Background: an optimization exercise with open tools, aiming at small area and a short achievable clock period. Do not read the settings as production practice.
No run shown here included a check of the RTL's function; only the layout flow was run.

## flow/design.v (module list and top-level ports; edited modules follow where they fit)
// module iir_fa: 4 lines
// module iir_ha: 4 lines
// module iir_gp: 4 lines
// module iir_g: 3 lines
// module iir_gpn: 4 lines
// module iir_gn: 3 lines
// module iir_gpi: 4 lines
// module iir_gi: 3 lines
// module iir_xo: 3 lines
// module iir_xn: 3 lines
// module iir_or: 3 lines
// module pipelined_iir: 10733 lines
module pipelined_iir(clk, reset, x, y);
  // ...
==> flow/flow/run.sh <==
#!/bin/bash
set -euo pipefail
export SETUP_SLACK_MARGIN=16
bash standard.sh MATCH_CELL_FOOTPRINT=0 finish > standard.log 2>&1
==> flow/standard.sh <==
#!/bin/bash
# synth_recipe.tcl (not shown) runs the flow's synth.tcl, then flattens the netlist and writes it again
# the make line also repeats each setting of config.mk as NAME=value (left out here)
make -C /OpenROAD-flow-scripts/flow DESIGN_CONFIG=/design/flow/config.mk WORK_HOME=/design/flow/orfs CLKGATE_MAP_FILE= SYNTH_SCRIPT=/design/flow/synth_recipe.tcl "${@:-finish}"
==> flow/config.mk <==
export PLATFORM = sky130hd
export DESIGN_NAME = pipelined_iir
export DESIGN_NICKNAME = pipelined_iir
export VERILOG_FILES = /design/flow/design.v
export SDC_FILE = /design/flow/constraint.sdc
export NUM_CORES = 8
export LEC_CHECK = 0
export CAP_MARGIN = 40
export CORE_MARGIN = 2
export CORE_UTILIZATION = 45
export SLEW_MARGIN = 40
export SYNTH_HIERARCHICAL = 1
export SYNTH_MINIMUM_KEEP_SIZE = 0
==> flow/constraint.sdc <==
create_clock -name core_clock -period 32.0 [get_ports {clk}]
set_input_delay 6.4000 -clock core_clock [delete_from_list [all_inputs] [get_ports {clk}]]
set_output_delay 6.4000 -clock core_clock [all_outputs]
set_load 0.01 [all_outputs]
==> results.tsv, run 1 <==
stage	metric	value	unit
cts	Post-CTS Resized	372	
global_route	total grt overflow	0	
synthesis	sequential element share of the synthesized area	0.113	
place	gpl congestion	1.00	
final_layout	Seq area share	0.102	
global_route	global-route wire length before repair	841000	microns
synthesis	count leader, synth	fa_1	
critical_path	crit path DAT	10.49	ns
global_route	met2 Resource Use GR	0.557	
critical_path	CP Depth	18	
final_layout	commonest cells after routing, fill and taps aside	4,780 x fa_1, 2,031 x inv_1, 838 x ha_1	
hold_path	Hold WC Path Type	flip-flop to flip-flop	
timing	WHS	0.361	ns
routing	routed vias	93600	
synthesis	Synth Area in Compound Gates	0.0377	
die	Starting Density	0.452	
critical_path	Worst Path Buf+Inv	6	
cts	clk buf depth	3	
synthesis	top cells by area, synth	fa_1 66%, dfxtp_1 11%, ha_1 7.4%, inv_1 5.3%, nor2_1 1.4%	
routing	antenna-violating nets left	0	
final_layout	ratio of cells with drive above 1 in the final layout	0.130	
final_layout	Core Util, Final	0.505	
run_status	outcome	no timing/DRC/antenna violations	
timing	Final WS setup	15.11	ns
global_route	vias in the first global route	108000	
==> run 2: changes to the inputs <==
--- a/flow/config.mk
+++ b/flow/config.mk
@@ -8,6 +8,7 @@
 export CAP_MARGIN = 40
 export CORE_MARGIN = 2
 export CORE_UTILIZATION = 45
+export PLACE_DENSITY = 0.75
 export SLEW_MARGIN = 40
 export SYNTH_HIERARCHICAL = 1
 export SYNTH_MINIMUM_KEEP_SIZE = 0
==> run 2 against run 1 <==
  * Final cell count decreased by 0.23%
  * Still clean
  * Global-route usage decreased by 2.6 points
==> results.tsv, run 2 <==
stage	metric	value	unit	change
run_status	outcome	no timing/DRC/antenna violations		
synthesis	Yosys top cell by area	fa_1		
final_layout	most common cell after layout, fill and taps aside	fa_1		
cts	clk buf depth	3		unchanged
synthesis	top cells by area, synth	fa_1 66%, dfxtp_1 11%, ha_1 7.4%, inv_1 5.3%, nor2_1 1.4%		
critical_path	Slowest cell on crit path	fa_2		
timing	worst relative slew slack	0.316		
timing	Final WS setup	15.10	ns	-0.00880 ns
routing	drt first pass iters	8		
critical_path	CP cell instances	buf_2 > buf_12 > fa_2 > fa_2 > fa_1 > fa_1 > ha_4 > nand2_2 > nor2_4 > nand2_2 > o21ai_2 > a21oi_4 > buf_12 > buf_12 > clkbuf_16 > buf_4 > o21ai_4 > xor2_1 > buf_2		
final_layout	area grow syn2layout	11.3	%	
die	Rows	209		
final_layout	Core Util, Final	0.503		-0.00213
synthesis	Commonest cells post-synth	4,830 x fa_1, 2,049 x inv_1, 864 x ha_1		
synthesis	count leader, synth	fa_1		
critical_path	CP endpoint kind	output port		
global_route	largest net degree at the start of global routing	89		
timing	RSZ-0062 raised after global routing	true		
global_route	global-route wire length before repair	790000	microns	-6.0%
final_layout	nets	17500		
die	core area	0.324	sq mm	
synthesis	Avg Synthesized Cell Area	13.2	sq um	
timing	WHS	0.360	ns	-0.00110 ns
synthesis	Mapped Area	0.146	sq mm	
final_layout	commonest cells after routing, fill and taps aside	4,781 x fa_1, 2,030 x inv_1, 837 x ha_1		
hold_path	Hold WC Path Type	flip-flop to flip-flop		
final_layout	post-route cell area	0.163	sq mm	
critical_path	Startpoint Class	input pin		
global_route	total grt overflow	0		unchanged
critical_path	WS Path Type	input pin to output port		
synthesis	EDFF count, synth	0		
timing	Worst Skew	0.0732	ns	
synthesis	Netlist cell types	76		
critical_path	Largest stage delay, worst path	0.55	ns	
job	# Max-Cap Violations	0		
place	I/O Buffers	65		
die	DIE WIDTH	575	microns	
global_route	vias in the first global route	107000		-1.5%
global_route	Total Routing Usage GR	0.348		
timing	setup violators final	0		
final_layout	FF/Latch Area	0.0167	sq mm	
cts	root buf cell	clkbuf_16		
cts	CTS buffer count	107		
synthesis	Yosys top cell area share	0.660		
final_layout	ratio of cells with drive above 1 in the final layout	0.125		-0.00486
timing	Final min period	16.90	ns	
final_layout	Layout Cells excl Fill	16200		
place	DP HPWL	404000	microns	
timing	Worst-Margin Slew	1.02	ns	
synthesis	flops & latches, synth	829		
critical_path	crit path DAT	10.50	ns	about the same
timing	Slew Viols, Final	0		
cts	clk sinks	829		
die	Starting Density	0.452		unchanged
die	Die Height	575	microns	
synthesis	sequential element share of the synthesized area	0.113		unchanged
routing	wire length per cell	34.0	microns	
critical_path	most used cell, CP	buf_12		
routing	drt total wl	550000	microns	
final_layout	multi-input logic area	0.124	sq mm	
place	gpl congestion	1.05		+5.0%
synthesis	Mapped Cells	11100		
cts	worst skew pair latency	0.84	ns	
place	dpl ws	12.72	ns	
routing	antenna-violating nets left	0		unchanged
place	Cells after DPL	15800		
die	# IOs	66		
timing	endpoints failing hold	0		
routing	via/cell ratio	5.91		
place	area of placed instances	0.157	sq mm	
synthesis	Synthesis Warnings	7		
routing	routed vias	95700		+2.3%
timing	setup TNS	0	ns	
timing	fin crit share	0.528		
die	die area	0.330	sq mm	
cts	H-tree depth	3		
synthesis	top_reg_cell synth	dfxtp_1		
routing	Initial DRC Count	10600		
global_route	antenna violations before repair	52		
timing	f_max	0.0592	GHz	
critical_path	Worst Path Required	25.60	ns	
final_layout	fill count	27000		
routing	drt drc	0		
synthesis	Async S/R FF share, synth	0		
critical_path	worst-path fanout max	7		
cts	CTS clk-pin slew, worst paths	0.07	ns	
cts	CTS tree	yes		
==> run 2: critical path: cells and delay by family <==
kind,cells,cell delay [ns]
xor gates and xnor gates,1,0.16
buffers and inverters,7,0.99
adders and majority gates,5,2.23
AOI/OAI and AO/OA,3,0.37
and+or+nand+nor,3,0.32
==> run 2: area by class of cell <==
| class | instances | share of cell area |
|---|---|---|
| clock inverters | 56 | 0.00428 |
| multi-input cells | 8123 | 0.761 |
| repair buffers | 632 | 0.0332 |
| clock buffers | 143 | 0.0185 |
| inverters | 2050 | 0.0474 |
| diodes | 31 | 0.000476 |
| flip-flops and latches | 829 | 0.102 |
| well taps | 4325 | 0.0332 |
==> run 2: per-module statistics from Yosys (local to each module, per instance) <==
module	copies in the design	cells
iir_gi	53	1
iir_gn	57	1
pipelined_iir	1	5180
iir_xo	15	1
iir_or	38	1
iir_ha	558	1
iir_fa	4679	1
iir_gpn	149	2
iir_xn	57	1
iir_gpi	92	2
==> run 2: worst paths after layout <==
path / startpoint / endpoint / slack [ns] / cells after the start
max: x[24] / y[26] / 15.10 / 19
min: w5[2] / w4[2] / 0.36 / 1
max reg2reg: xr[9] / s1[60] / 16.32 / 49
min reg2reg: w5[2] / w4[2] / 0.36 / 1
==> run 2: layer usage <==
metal  global-route usage  up-vias  share of wire
met5               0.0135        -         0.0016
met3                0.188     3230           0.17
li1                     -    34500              -
met1                0.391    50200           0.30
met4                0.300       60           0.12
met2                0.480     7778           0.41
==> run 2: what timing repair did <==
action	in CTS	in global routing
setup endpoints to repair	58	53
cloned	2	0
hold buffers	0	0
pin swaps	66	41
buffers inserted	101	38
gates resized for setup	384	67
==> run 2: kinds of logic (layout without fill, tap and decap cells) <==
| group | Yosys count | after routing | synth area share |
|---|---|---|---|
| compound gates | 737 | 737 | 0.0377 |
| simple gates | 1349 | 1349 | 0.0387 |
| fa+ha+maj | 5694 | 5694 | 0.734 |
| xor+xnor | 328 | 328 | 0.0196 |
| other cells | 1 | 46 | 0.0000256 |
| flops | 829 | 829 | 0.113 |
| buf+inv | 2181 | 2881 | 0.0568 |
==> run 3: changes to the inputs <==
==> flow/flow/run.sh (replaced) <==
#!/bin/bash
set -euo pipefail
export SETUP_SLACK_MARGIN=17
bash standard.sh MATCH_CELL_FOOTPRINT=0 finish > standard.log 2>&1
--- a/flow/config.mk
+++ b/flow/config.mk
@@ -8,7 +8,6 @@
 export CAP_MARGIN = 40
 export CORE_MARGIN = 2
 export CORE_UTILIZATION = 45
-export PLACE_DENSITY = 0.75
 export SLEW_MARGIN = 40
 export SYNTH_HIERARCHICAL = 1
 export SYNTH_MINIMUM_KEEP_SIZE = 0
==> run 3 against run 2 <==
  * Core utilization up 0.52 points
  * First-iteration DRC count is 19% lower
  * Setup slack better by 0.023 ns
  * Still clean
  * Register-to-register slack better by 0.91 ns
  * Synthesized cell count unchanged
  * Count of clock-buffer cells in the layout up 14
  * Non-clock buffer count rose by 92
==> results.tsv, run 3 <==
stage	metric	value	unit	change
timing	setup violators final	0		unchanged
final_layout	commonest cells after routing, fill and taps aside	4,788 x fa_1, 2,021 x inv_1, 832 x ha_1		
synthesis	Synthesis Warnings	7		unchanged
hold_path	hold_sp	w5[2]		
cts	clk buf depth	3		unchanged
synthesis	Post-Synth Simple-Gate Area	0.0387		unchanged
die	DIE WIDTH	575	microns	unchanged
die	Die Height	575	microns	unchanged
die	die area	0.330	sq mm	unchanged
die	Rows	209		unchanged
die	core area	0.324	sq mm	unchanged
synthesis	Yosys top cell area share	0.660		unchanged
critical_path	Startpoint Class	input pin		
global_route	Total Routing Usage GR	0.377		+0.0290
critical_path	CP Launch Point	x[25]		
timing	RSZ-0062 raised after global routing	true		
cts	CTS clk-pin slew, worst paths	0.06	ns	about the same
critical_path	CP endpoint kind	output port		
critical_path	most used cell, CP	fa_1		
synthesis	largest family of logic cells by synthesized area	adder cells		
critical_path	WS Path Type	input pin to output port		
synthesis	Mapped Cells	11100		unchanged
synthesis	adder-cell share of the synthesized area	0.734		unchanged
critical_path	Crit path max-delay family	adder cells		
synthesis	Netlist cell types	76		unchanged
synthesis	EDFF count, synth	0		unchanged
routing	Initial DRC Count	8537		-19%
synthesis	top cells by area, synth	fa_1 66%, dfxtp_1 11%, ha_1 7.4%, inv_1 5.3%, nor2_1 1.4%		
critical_path	Largest stage delay, worst path	0.58	ns	+0.03 ns
synthesis	sequential element share of the synthesized area	0.113		unchanged
routing	antenna-violating nets left	0		unchanged
timing	setup TNS	0	ns	unchanged
timing	Final min period	16.87	ns	-0.0231 ns
global_route	met1 usage	0.446		+0.0551
routing	drt total wl	594000	microns	+8.0%
cts	CTS buffer count	114		+6.5%
critical_path	reg-to-reg startpoint	xr[13]		
routing	drt drc	0		unchanged
run_status	outcome	no timing/DRC/antenna violations		
synthesis	Yosys top cell by area	fa_1		
timing	Final WS setup	15.13	ns	+0.0231 ns
final_layout	most common cell after layout, fill and taps aside	fa_1		
timing	Worst-Margin Slew	0.984	ns	-0.0363 ns
synthesis	Commonest cells post-synth	4,830 x fa_1, 2,049 x inv_1, 864 x ha_1		
global_route	global-route wire length before repair	845000	microns	+7.0%
place	gpl congestion	1.01		-3.5%
final_layout	area grow syn2layout	12.5	%	
synthesis	flops & latches, synth	829		unchanged
routing	wire length per cell	36.5	microns	+7.3%
routing	routed vias	93900		-1.9%
cts	H-tree depth	3		unchanged
critical_path	Worst Path Required	25.60	ns	about the same
synthesis	mux share of post-synthesis cell area	0		unchanged
synthesis	count leader, synth	fa_1		
critical_path	CP cell instances	buf_2 > buf_12 > fa_1 > fa_1 > fa_1 > fa_1 > ha_4 > a21oi_4 > o21ai_2 > a21oi_2 > o21ai_4 > a21oi_4 > buf_6 > clkinvlp_4 > buf_12 > a21oi_4 > xnor2_2 > buf_2		
final_layout	ratio of cells with drive above 1 in the final layout	0.137		+0.0114
synthesis	Async S/R FF share, synth	0		unchanged
synthesis	XOR/XNOR Fraction of Synth Area	0.0196		unchanged
critical_path	Worst Path Buf+Inv	6		-1
final_layout	nets	17600		+0.57%
global_route	met2 Resource Use GR	0.560		+0.0803
final_layout	fill count	28000		+3.6%
timing	worst relative slew slack	0.339		+0.0237
timing	f_max	0.0593	GHz	+0.14%
routing	via/cell ratio	5.76		-2.5%
global_route	vias in the first global route	108000		+1.6%
cts	worst skew pair latency	0.88	ns	+0.04 ns
place	dpl ws	13.07	ns	+0.344 ns
cts	CTS tree	yes		
global_route	antenna violations before repair	34		-35%
global_route	largest net degree at the start of global routing	66		-26%
place	DP HPWL	450000	microns	+11%
cts	clk sinks	829		unchanged
global_route	GRT busiest layer	met2		
routing	drt first pass iters	6		-2
cts	root buf cell	clkbuf_16		
timing	Slew Viols, Final	0		unchanged
synthesis	Synth Area in Compound Gates	0.0377		unchanged
critical_path	crit path DAT	10.47	ns	-0.03 ns
synthesis	Avg Synthesized Cell Area	13.2	sq um	unchanged
global_route	GR Layer Usage met3	0.122		-0.0656
synthesis	top_reg_cell synth	dfxtp_1		
timing	Worst Skew	0.0837	ns	+0.0104 ns
critical_path	Slowest cell on crit path	fa_1		
global_route	total grt overflow	0		unchanged
die	Starting Density	0.452		unchanged
critical_path	worst-path fanout max	10		+3
timing	endpoints failing hold	0		unchanged
place	I/O Buffers	65		unchanged
job	# Max-Cap Violations	0		unchanged
die	# IOs	66		unchanged
hold_path	Hold WC Path Type	flip-flop to flip-flop		
timing	fin crit share	0.527		-0.000722
synthesis	Mapped Area	0.146	sq mm	unchanged
run 3: cell type report:
class,count,area (sq um),share of cell area
sequential,829,16700,0.101
tap,4325,5410,0.0328
timing repair buffer,724,6270,0.0381
inverter,2050,7790,0.0473
clock inverter,59,865,0.00525
multi-input combinational,8123,125000,0.756
antenna,22,55.1,0.000334
clock buffer,157,3200,0.0194
run 3: metal layers:
layer	up-vias	wire, microns
met2	5535	261000
met4	31	68600
met1	51200	200000
met5	-	538
li1	34600	-
met3	2514	63800
run 3: kinds of logic (layout without fill, tap and decap cells):
| kind of cell | count (synthesis) | in the layout |
|---|---|---|
| and+or+nand+nor | 1349 | 1349 |
| other | 1 | 37 |
| adders and majority gates | 5694 | 5694 |
| xor gates and xnor gates | 328 | 328 |
| AOI/OAI and AO/OA | 737 | 737 |
| DFF | 829 | 829 |
| buffers and inverters | 2181 | 2990 |
run 3: timing repair:
| action | CTS | global route |
|---|---|---|
| hold buffers | 0 | 0 |
| pin swaps | 80 | 33 |
| gates cloned | 1 | 0 |
| endpoints found under the setup margin | 83 | 62 |
| gates resized for setup | 438 | 142 |
| buffers inserted | 132 | 76 |
run 3: path summary, 6_finish.rpt:
check	endpoint	slack, ns	cells after the start
setup / recovery	y[30]	15.13	18
hold / removal	w4[2]	0.37	1
setup reg to reg	s1[56]	17.23	49
hold reg to reg	w4[2]	0.37	1
run 3: worst reg2reg max path: cells and delay by family (launching register included):
kind | cells | cell delay (ns)
adder cells (fa/ha/maj) | 20 | 8.76
AO/OA/AOI/OAI | 12 | 2.64
AND/OR/NAND/NOR | 6 | 1.14
XOR/XNOR | 2 | 0.24
flip-flops | 1 | 0.30
buffers and inverters | 9 | 1.54
run 3: modules after synthesis (local to each module, per instance), excerpt:
module | cell area [sq um] | flip-flops and latches | times used
iir_gpn | 12.5 | 0 | 149
iir_gi | 5.00 | 0 | 53
iir_fa | 20.0 | 0 | 4679
pipelined_iir | 41200 | 829 | 1
iir_xo | 8.76 | 0 | 15
iir_xn | 8.76 | 0 | 57
iir_ha | 12.5 | 0 | 558
iir_or | 6.26 | 0 | 38
run 3: metrics by stage:
stage	hold slack, ns	util	cell area [sq um]	cells
6_report	0.368	0.509	165000	16300
5_1_grt	0.382	0.508	165000	16300
3_3_place_gp	0.349	0.484	157000	15800
4_1_cts	0.372	0.505	163000	16200
2_1_floorplan	0.343	-	147000	11100
3_5_place_dp	0.352	0.485	157000	15800
==> run 4: changes to the inputs <==
==> flow/flow/run.sh (replaced) <==
#!/bin/bash
set -euo pipefail
export SETUP_SLACK_MARGIN=16
bash standard.sh MATCH_CELL_FOOTPRINT=0 finish > standard.log 2>&1
--- a/flow/config.mk
+++ b/flow/config.mk
@@ -8,6 +8,7 @@
 export CAP_MARGIN = 40
 export CORE_MARGIN = 2
 export CORE_UTILIZATION = 45
+export PLACE_DENSITY = 0.85
 export SLEW_MARGIN = 40
 export SYNTH_HIERARCHICAL = 1
 export SYNTH_MINIMUM_KEEP_SIZE = 0
==> run 4 against run 3 <==
  * Critical endpoint is now y[16]
  * Sequential share of layout area is 0.065 points lower
  * Final area increased by 0.56%
  * Hold slack about the same
  * Count of clock-buffer cells in the layout down 18
  * Largest cell class unchanged
  * Non-clock buffer count increased by 69
  * Still clean
  * Synthesized area unchanged
  * Setup slack got worse by 0.62 ns
  * Maximum frequency is 3.6% lower
==> results.tsv, run 4 <==
stage	metric	value	unit	change
cts	clk sinks	829		unchanged
job	# Max-Cap Violations	0		unchanged
die	core area	0.324	sq mm	unchanged
timing	fin crit share	0.547		+0.0194
global_route	global-route wire length before repair	847000	microns	+0.20%
synthesis	sequential element share of the synthesized area	0.113		unchanged
critical_path	WS Path Type	input pin to output port		
timing	Slew Viols, Final	0		unchanged
global_route	vias in the first global route	113000		+4.0%
place	DP HPWL	437000	microns	-2.7%
global_route	antenna violations before repair	66		+94%
timing	f_max	0.0572	GHz	-3.6%
global_route	total grt overflow	0		unchanged
critical_path	Startpoint Class	input pin		
cts	CTS buffer count	104		-8.8%
cts	CTS tree	yes		
die	Starting Density	0.452		unchanged
synthesis	Yosys top cell area share	0.660		unchanged
cts	H-tree depth	3		unchanged
synthesis	Commonest cells post-synth	4,830 x fa_1, 2,049 x inv_1, 864 x ha_1		
global_route	largest net degree at the start of global routing	127		+92%
place	I/O Buffers	65		unchanged
die	# IOs	66		unchanged
final_layout	area grow syn2layout	13.1	%	
synthesis	Yosys top cell by area	fa_1		
cts	CTS Hold Buffers Added	0		unchanged
synthesis	Synthesis Warnings	7		unchanged
synthesis	EDFF count, synth	0		unchanged
place	gpl congestion	1.12		+11%
routing	drt first pass iters	9		+3
hold_path	Hold WC Path Type	flip-flop to flip-flop		
synthesis	Netlist cell types	76		unchanged
routing	drt total wl	602000	microns	+1.4%
synthesis	Mapped Cells	11100		unchanged
timing	endpoints failing hold	0		unchanged
final_layout	commonest cells after routing, fill and taps aside	4,760 x fa_1, 2,023 x inv_1, 831 x ha_1		
timing	WHS	0.368	ns	-0.000119 ns
timing	RSZ-0062 raised after global routing	true		
timing	Worst Skew	0.0973	ns	+0.0137 ns
critical_path	crit path DAT	11.10	ns	+0.63 ns
global_route	Total Routing Usage GR	0.376		-0.00187
final_layout	FF/Latch Area	0.0167	sq mm	about the same
timing	setup violators final	0		unchanged
routing	wire length per cell	36.8	microns	+0.84%
synthesis	Avg Synthesized Cell Area	13.2	sq um	unchanged
synthesis	Async S/R FF share, synth	0		unchanged
final_layout	fill count	25900		-7.6%
synthesis	flops & latches, synth	829		unchanged
final_layout	ratio of cells with drive above 1 in the final layout	0.144		+0.00685
critical_path	reg-to-reg startpoint	xr[8]		
die	DIE WIDTH	575	microns	unchanged
critical_path	CP Launch Point	x[21]		
synthesis	count leader, synth	fa_1		
run_status	outcome	no timing/DRC/antenna violations		
die	die area	0.330	sq mm	unchanged
synthesis	top_reg_cell synth	dfxtp_1		
critical_path	CP endpoint kind	output port		
cts	root buf cell	clkbuf_16		
routing	via/cell ratio	6.22		+7.8%
synthesis	Mapped Area	0.146	sq mm	unchanged
timing	Final min period	17.50	ns	+0.622 ns
timing	setup TNS	0	ns	unchanged
final_layout	multi-input logic area	0.125	sq mm	+0.36%
die	Rows	209		unchanged
cts	CTS clk-pin slew, worst paths	0.06	ns	about the same
die	Die Height	575	microns	unchanged
hold_path	hold_sp	w7[2]		
cts	clk buf depth	3		unchanged
routing	antenna-violating nets left	0		unchanged
cts	worst skew pair latency	0.86	ns	-0.02 ns
routing	drt drc	0		unchanged
timing	Worst-Margin Slew	1.10	ns	+0.111 ns
final_layout	nets	17600		+0.34%
timing	worst relative slew slack	0.269		-0.0702
routing	routed vias	102000		+8.5%
critical_path	Worst Path Required	25.60	ns	about the same
final_layout	most common cell after layout, fill and taps aside	fa_1		
synthesis	top cells by area, synth	fa_1 66%, dfxtp_1 11%, ha_1 7.4%, inv_1 5.3%, nor2_1 1.4%		
routing	Initial DRC Count	13400		+57%
critical_path	worst-path fanout max	7		-3
-- run 4: cell types whose count changed in the layout (fill, tap and decap cells not counted), moves of 13 or more --
| cell | previous run | this run |
|---|---|---|
| fa_2 | 41 | 70 |
| buf_6 | 31 | 64 |
| fa_1 | 4788 | 4760 |
| clkinvlp_4 | 31 | 18 |
| diode_2 | 22 | 69 |
| buf_4 | 584 | 629 |
| xnor2_1 | 100 | 87 |
-- run 4: logic make-up (layout without fill, tap and decap cells) --
kind of cell / Yosys count / in the layout / share of synthesized area
AO/OA/AOI/OAI: 737 / 737 / 0.0377
XOR/XNOR: 328 / 328 / 0.0196
adder cells (fa/ha/maj): 5694 / 5694 / 0.734
buffers and inverters: 2181 / 3040 / 0.0568
flip-flops: 829 / 829 / 0.113
other: 1 / 84 / 0.0000256
AND/OR/NAND/NOR: 1349 / 1349 / 0.0387
-- run 4: worst max-delay path: stages --
cell        delay, ns
buf_6            0.10
buf_12           0.15
buf_6            0.15
fa_2             0.39
fa_2             0.54
fa_1             0.45
fa_1             0.57
ha_4             0.32
nand2_4          0.07
nor2_4           0.14
nand2_4          0.08
o21ai_4          0.17
a21oi_4          0.05
buf_12           0.15
clkinvlp_4       0.08
buf_12           0.13
buf_8            0.12
a21oi_4          0.07
xnor2_4          0.66
buf_2            0.26
-- run 4: worst paths after layout --
| check | endpoint | slack, ns | cells past startpoint |
|---|---|---|---|
| min | w6[2] | 0.37 | 1 |
| max reg2reg | s1[51] | 16.10 | 50 |
| max | y[16] | 14.50 | 20 |
| min reg2reg | w6[2] | 0.37 | 1 |
-- run 4: final cells by class --
type	instances	area share
Inverter	2050	0.0468
Timing Repair Buffer	793	0.0417
Clock buffer	139	0.0177
Tap cell	4325	0.0327
Sequential cell	829	0.101
Multi-Input combinational cell	8123	0.754
Antenna cell	69	0.00104
Clock inverter	58	0.00544
-- run 4: Yosys stat by module (local to each module, per instance) --
module | copies in the design | flops+latches | cells
pipelined_iir | 1 | 829 | 5180
iir_fa | 4679 | 0 | 1
iir_gpi | 92 | 0 | 2
iir_gpn | 149 | 0 | 2
iir_ha | 558 | 0 | 1
iir_gn | 57 | 0 | 1
iir_xn | 57 | 0 | 1
iir_xo | 15 | 0 | 1
iir_or | 38 | 0 | 1
iir_gi | 53 | 0 | 1
-- run 4: metrics by stage --
| stage | worst slack (ns) | area [sq um] | cells | utilization |
|---|---|---|---|---|
| 3_3_place_gp | 12.41 | 157000 | 15800 | 0.483 |
| 3_5_place_dp | 12.46 | 157000 | 15800 | 0.485 |
| 2_1_floorplan | 15.19 | 147000 | 11100 | - |
| 5_1_grt | 14.55 | 166000 | 16300 | 0.511 |
| 6_report | 14.50 | 166000 | 16400 | 0.511 |
| 4_1_cts | 14.78 | 164000 | 16200 | 0.506 |
-- run 4: routing by layer --
layer / global-route usage / up-vias / part of all wire
li1: - / 34800 / -
met2: 0.503 / 10300 / 0.40
met5: 0.0624 / - / 0.0058
met3: 0.248 / 4331 / 0.19
met4: 0.345 / 102 / 0.13
met1: 0.390 / 52300 / 0.28
-- run 4: repair_timing --
item                                    CTS  global route
cloned                                    1             1
resized for setup                       518           107
pin swaps                               169           108
endpoints found under the setup margin   68            59
setup buffers                           176           103

-- re-timing with driven ports --
No port has a modelled driver above. Below, the same layouts with a new extraction and two added sets of constraints. Step 1 assumes that a clkbuf_16 drives the clock port and a buf_2 every other input. Step 2 also shifts input and output timing later by t, the mid clock arrival at the registers, as if the neighbouring blocks saw the same clock. a / b / c = ideal / step 1 / step 2; a / b = the first two.
| run | t, ns | slack for setup (ns) | hold WS [ns] | worst register clock-pin slew, ns | worst slew at a driven data input, ns |
|---|---|---|---|---|---|
| run 1 | 0.931 | 15.112 / 15.070 / 15.070 | 0.361 / 0.361 / 0.361 | 0.07 / 0.07 | 0.09 |
| run 2 | 0.914 | 15.103 / 15.008 / 15.008 | 0.360 / 0.360 / 0.360 | 0.07 / 0.07 | 0.17 |
| run 3 | 0.945 | 15.126 / 15.067 / 15.067 | 0.368 / 0.368 / 0.368 | 0.08 / 0.08 | 0.10 |
| run 4 | 0.920 | 14.504 / 14.410 / 14.410 | 0.368 / 0.368 / 0.368 | 0.08 / 0.08 | 0.27 |
After both steps setup and hold are still met in every run listed. For run 2, which loses most, drivers alone change the setup slack by -0.095 ns; drivers and shift together by -0.095 ns.
